Source: an optimization exercise on an open RTL-to-GDS flow (aim: small area, a short achievable clock period and few clock cycles). Production flows keep margins and buffers that such runs may drop.
Only simulation tests tie the RTL to the original design; equivalence was not proved.
Power is estimated from default activity; no workload was simulated.

==> flow/design.v <==
module alu (
    input  [15:0] a,
    input  [15:0] b,
    input  [1:0]  op,
    output [15:0] result
);
    wire sub = op[0];
    wire [15:0] x = a & {16{op[1]}};
    wire [15:0] p, g0;
    genvar i;
    generate
        for (i = 0; i < 16; i = i + 1) begin : pg
            if (i == 0) begin : c0
                pgcell0 c (.x(x[i]), .b(b[i]), .sub(sub), .p(p[i]), .g(g0[i]));
            end else begin : cn
                pgcell c (.x(x[i]), .b(b[i]), .sub(sub), .p(p[i]), .g(g0[i]));
            end
        end
    endgenerate
    wire [15:0] g1, t1, g2, t2, g3, t3, g4;
    generate
        for (i = 0; i < 16; i = i + 1) begin : pre
            if (i >= 1) begin : l1
                pnode n (.gh(g0[i]), .th(p[i]), .gl(g0[i-1]), .tl(p[i-1]), .g(g1[i]), .t(t1[i]));
            end else begin : l1z
                assign g1[i] = g0[i];
                assign t1[i] = p[i];
            end
            if (i >= 2) begin : l2
                pnode n (.gh(g1[i]), .th(t1[i]), .gl(g1[i-2]), .tl(t1[i-2]), .g(g2[i]), .t(t2[i]));
            end else begin : l2z
                assign g2[i] = g1[i];
                assign t2[i] = t1[i];
            end
            if (i >= 4) begin : l3
                pnode n (.gh(g2[i]), .th(t2[i]), .gl(g2[i-4]), .tl(t2[i-4]), .g(g3[i]), .t(t3[i]));
            end else begin : l3z
                assign g3[i] = g2[i];
                assign t3[i] = t2[i];
            end
            if (i >= 8) begin : l4
                gnode n (.gh(g3[i]), .th(t3[i]), .gl(g3[i-8]), .g(g4[i]));
            end else begin : l4z
                assign g4[i] = g3[i];
            end
        end
    endgenerate
    wire [15:0] c = {g4[14:0], sub};
    generate
        for (i = 0; i < 16; i = i + 1) begin : s
            xorcell xs (.a(p[i]), .b(c[i]), .y(result[i]));
        end
    endgenerate
endmodule
module pgcell (
    input  x, b, sub,
    output p, g
);
    wire y = b ^ sub;
    assign p = x ^ y;
    assign g = x & y;
endmodule
module pgcell0 (
    input  x, b, sub,
    output p, g
);
    wire y = b ^ sub;
    assign p = x ^ y;
    assign g = (x & y) | (p & sub);
endmodule
module pnode (
    input  gh, th, gl, tl,
    output g, t
);
    assign g = gh | (th & gl);
    assign t = th & tl;
endmodule
module gnode (
    input  gh, th, gl,
    output g
);
    assign g = gh | (th & gl);
endmodule
module xorcell (
    input  a, b,
    output y
);
    assign y = a ^ b;
endmodule
module rdbit (
    input  [31:0] d,
    input  [31:0] s,
    output        y
);
    wire [3:0] h;
    genvar k;
    generate
        for (k = 0; k < 4; k = k + 1) begin : quad
            rdgroup q (.d(d[8*k +: 8]), .s(s[8*k +: 8]), .yn(h[k]));
        end
    endgenerate
    nand4g o (.a(h[0]), .b(h[1]), .c(h[2]), .d(h[3]), .y(y));
endmodule
module rdgroup (
    input  [7:0] d,
    input  [7:0] s,
    output       yn
);
    wire [3:0] g = ~((d[3:0] & s[3:0]) | (d[7:4] & s[7:4]));
    assign yn = &g;
endmodule
module nand4g (
    input  a, b, c, d,
    output y
);
    assign y = ~(a & b & c & d);
endmodule
module rdport (
    input  [511:0] words,
    input  [31:0]  sel,
    output [15:0]  data
);
    genvar b, i;
    generate
        for (b = 0; b < 16; b = b + 1) begin : bt
            wire [31:0] d;
            for (i = 0; i < 32; i = i + 1) begin : w
                assign d[i] = words[16*i+b];
            end
            rdbit r (.d(d), .s(sel), .y(data[b]));
        end
    endgenerate
endmodule
module seldual (
    input  [4:0]  addr_a,
    input  [4:0]  addr_b,
    input         en_a,
    output [31:0] sel
);
    wire [3:0] la, lb;
    wire [7:0] ha, hb;
    genvar j, k;
    generate
        for (j = 0; j < 4; j = j + 1) begin : lo
            pre3n pa (.a(addr_a[0] ^ !j[0]), .b(addr_a[1] ^ !j[1]), .c(en_a), .y(la[j]));
            pre3n pb (.a(addr_b[0] ^ !j[0]), .b(addr_b[1] ^ !j[1]), .c(!en_a), .y(lb[j]));
        end
        for (k = 0; k < 8; k = k + 1) begin : hi
            pre3n pa (.a(addr_a[2] ^ !k[0]), .b(addr_a[3] ^ !k[1]), .c(addr_a[4] ^ !k[2]), .y(ha[k]));
            pre3n pb (.a(addr_b[2] ^ !k[0]), .b(addr_b[3] ^ !k[1]), .c(addr_b[4] ^ !k[2]), .y(hb[k]));
        end
        for (k = 0; k < 8; k = k + 1) begin : w
            for (j = 0; j < 4; j = j + 1) begin : m
                o22n o (.a(la[j]), .b(ha[k]), .c(lb[j]), .d(hb[k]), .y(sel[4*k+j]));
            end
        end
    endgenerate
endmodule
module pre3n (
    input  a, b, c,
    output y
);
    assign y = ~(a & b & c);
endmodule
module o22n (
    input  a, b, c, d,
    output y
);
    assign y = ~((a | b) & (c | d));
endmodule
module mu0 (
    input clk,
    input rst,
    input overrideMemControl,
    input overrideMemRnW,
    input [15:0] overrideMemAddr,
    input [15:0] overrideMemDataIn,
    output [15:0] overrideMemDataOut,
    output reg done,
    input start,
    output reg [15:0] pc,
    output reg [15:0] acc
);
    reg [15:0] ir;
    reg running;
    reg oldStart;
    wire restart = oldStart != start;
    wire [3:0] op = ir[15:12];
    wire taken = (op == 4'd4) ||
                 (op == 4'd5 && !acc[15]) ||
                 (op == 4'd6 && acc != 16'd0);
    wire [4:0] seqAddr = pc[4:0] + {4'b0, op[3]};
    wire [4:0] fetchAddr = restart ? 5'd0 : (taken ? ir[4:0] : seqAddr);
    wire [15:0] nextPc = taken ? {4'b0, ir[11:0]} + 16'd1 : pc + (op[3] ? 16'd2 : 16'd1);
    wire we = running ? (op == 4'd1) : (overrideMemControl && !overrideMemRnW);
    wire [4:0] waddr = running ? ir[4:0] : overrideMemAddr[4:0];
    wire [15:0] wdata = running ? acc : overrideMemDataIn;
    reg [15:0] mem [0:31];
    always @(posedge clk) begin
        if (we) mem[waddr] <= wdata;
    end
    wire [511:0] words;
    genvar i;
    generate
        for (i = 0; i < 32; i = i + 1) begin : wd
            assign words[16*i +: 16] = mem[i];
        end
    endgenerate
    wire [15:0] fetchData;
    wire [15:0] operand;
    wire [31:0] selB;
    seldual dec (.addr_a(overrideMemAddr[4:0]), .addr_b(ir[4:0]), .en_a(!running), .sel(selB));
    rdport portA (.words(words), .sel(32'd1 << fetchAddr), .data(fetchData));
    rdport portB (.words(words), .sel(selB), .data(operand));
    assign overrideMemDataOut = operand;
    wire [15:0] aluResult;
    alu comp (
        .a(acc),
        .b(operand),
        .op(op[1:0]),
        .result(aluResult)
    );
    wire [15:0] nextIr = (we && waddr == fetchAddr) ? wdata : fetchData;
    wire nextStp = nextIr[15:12] == 4'd7;
    always @(posedge clk) begin
        if (rst) begin
            oldStart <= start;
            running <= 1'b0;
            done <= 1'b0;
        end else if (restart) begin
            oldStart <= start;
            running <= 1'b1;
            done <= 1'b0;
        end else if (running && (op == 4'd7 || nextStp)) begin
            running <= 1'b0;
            done <= 1'b1;
        end
    end
    always @(posedge clk) begin
        if (restart) begin
            pc <= 16'd1;
            acc <= 16'd0;
        end else if (running) begin
            if (op != 4'd7) pc <= nextPc;
            if (op == 4'd0 || op == 4'd2 || op == 4'd3) acc <= aluResult;
        end
    end
    always @(posedge clk) ir <= nextIr;
endmodule
make LEC_CHECK=0 CAP_MARGIN=20 CORE_MARGIN=2 CORE_UTILIZATION=30 SETUP_SLACK_MARGIN=2.5 SLEW_MARGIN=20 SYNTH_HIERARCHICAL=1 SYNTH_MINIMUM_KEEP_SIZE=0 finish   # period 7.5 ns
run.sh (not shown) runs the stock make flow with config.mk's settings and CLKGATE_MAP_FILE= SYNTH_SCRIPT=/design/flow/synth_recipe.tcl, a recipe that flattens the netlist after the stock synthesis.
Testbench counts at the start, summed over its fixed seeds: cycles 16,649.
Next try:
--- a/flow/design.v
+++ b/flow/design.v
@@ -116,9 +116,10 @@
     assign y = ~(a & b & c & d);
 endmodule
 module rdport (
     input  [511:0] words,
-    input  [31:0]  sel,
+    input  [31:0]  sello,
+    input  [31:0]  selhi,
     output [15:0]  data
 );
     genvar b, i;
     generate
@@ -126,9 +127,9 @@
             wire [31:0] d;
             for (i = 0; i < 32; i = i + 1) begin : w
                 assign d[i] = words[16*i+b];
             end
-            rdbit r (.d(d), .s(sel), .y(data[b]));
+            rdbit r (.d(d), .s(b < 8 ? sello : selhi), .y(data[b]));
         end
     endgenerate
 endmodule
 module seldual (
@@ -181,15 +182,16 @@
     output reg [15:0] pc,
     output reg [15:0] acc
 );
     reg [15:0] ir;
+    reg accNz;   
     reg running;
     reg oldStart;
     wire restart = oldStart != start;
     wire [3:0] op = ir[15:12];
     wire taken = (op == 4'd4) ||
                  (op == 4'd5 && !acc[15]) ||
-                 (op == 4'd6 && acc != 16'd0);
+                 (op == 4'd6 && accNz);
     wire [4:0] seqAddr = pc[4:0] + {4'b0, op[3]};
     wire [4:0] fetchAddr = restart ? 5'd0 : (taken ? ir[4:0] : seqAddr);
     wire [15:0] nextPc = taken ? {4'b0, ir[11:0]} + 16'd1 : pc + (op[3] ? 16'd2 : 16'd1);
     wire we = running ? (op == 4'd1) : (overrideMemControl && !overrideMemRnW);
@@ -207,12 +209,13 @@
         end
     endgenerate
     wire [15:0] fetchData;
     wire [15:0] operand;
-    wire [31:0] selB;
-    seldual dec (.addr_a(overrideMemAddr[4:0]), .addr_b(ir[4:0]), .en_a(!running), .sel(selB));
-    rdport portA (.words(words), .sel(32'd1 << fetchAddr), .data(fetchData));
-    rdport portB (.words(words), .sel(selB), .data(operand));
+    wire [31:0] selBlo, selBhi;
+    seldual declo (.addr_a(overrideMemAddr[4:0]), .addr_b(ir[4:0]), .en_a(!running), .sel(selBlo));
+    seldual dechi (.addr_a(overrideMemAddr[4:0]), .addr_b(ir[4:0]), .en_a(!running), .sel(selBhi));
+    rdport portA (.words(words), .sello(32'd1 << fetchAddr), .selhi(32'd1 << fetchAddr), .data(fetchData));
+    rdport portB (.words(words), .sello(selBlo), .selhi(selBhi), .data(operand));
     assign overrideMemDataOut = operand;
     wire [15:0] aluResult;
     alu comp (
         .a(acc),
@@ -239,11 +242,15 @@
     always @(posedge clk) begin
         if (restart) begin
             pc <= 16'd1;
             acc <= 16'd0;
+            accNz <= 1'b0;
         end else if (running) begin
             if (op != 4'd7) pc <= nextPc;
-            if (op == 4'd0 || op == 4'd2 || op == 4'd3) acc <= aluResult;
+            if (op == 4'd0 || op == 4'd2 || op == 4'd3) begin
+                acc <= aluResult;
+                accNz <= aluResult != 16'd0;
+            end
         end
     end
     always @(posedge clk) ir <= nextIr;
 endmodule
=> The changed run completed without violations; register-to-register slack loses 0.11 ns; maximum frequency grows by 2.6%; worst setup slack gains 0.13 ns; non-clock buffer count shrinks by 16; sequential power grows by about 3%; worst hold slack loses 0.043 ns.
Testbench counts after the change, summed over its fixed seeds: cycles 16,649.

==> what the ideal ports hide <==
Ports are ideal in the flow. The routed layouts listed here were re-timed in OpenROAD. Step 1 assumes that a clkbuf_16 drives the clock port and a buf_2 every other input. Step 2 adds t to the input delays and takes it off the output delays; t is the mean of the earliest and latest rising clock arrival at the registers after step 1. Input paths then give back, and output paths get back, about the clock's delay inside the block. Slacks: ideal / step 1 / step 2; pairs: ideal / step 1.
| run | t, ns | slack for setup (ns) | worst hold slack (ns) | worst data-port slew with drivers (ns) |
|---|---|---|---|---|
| the first run | 0.686 | 2.394 / 2.302 / 1.907 | 0.538 / 0.538 / 0.538 | 0.15 |
| the second run | 0.700 | 2.522 / 2.347 / 1.763 | 0.495 / 0.495 / 0.495 | 0.19 |
After both steps setup and hold are still met in every run listed. The setup slack of the second run, which loses most, moves by -0.175 ns with the drivers and by -0.759 ns with both steps.
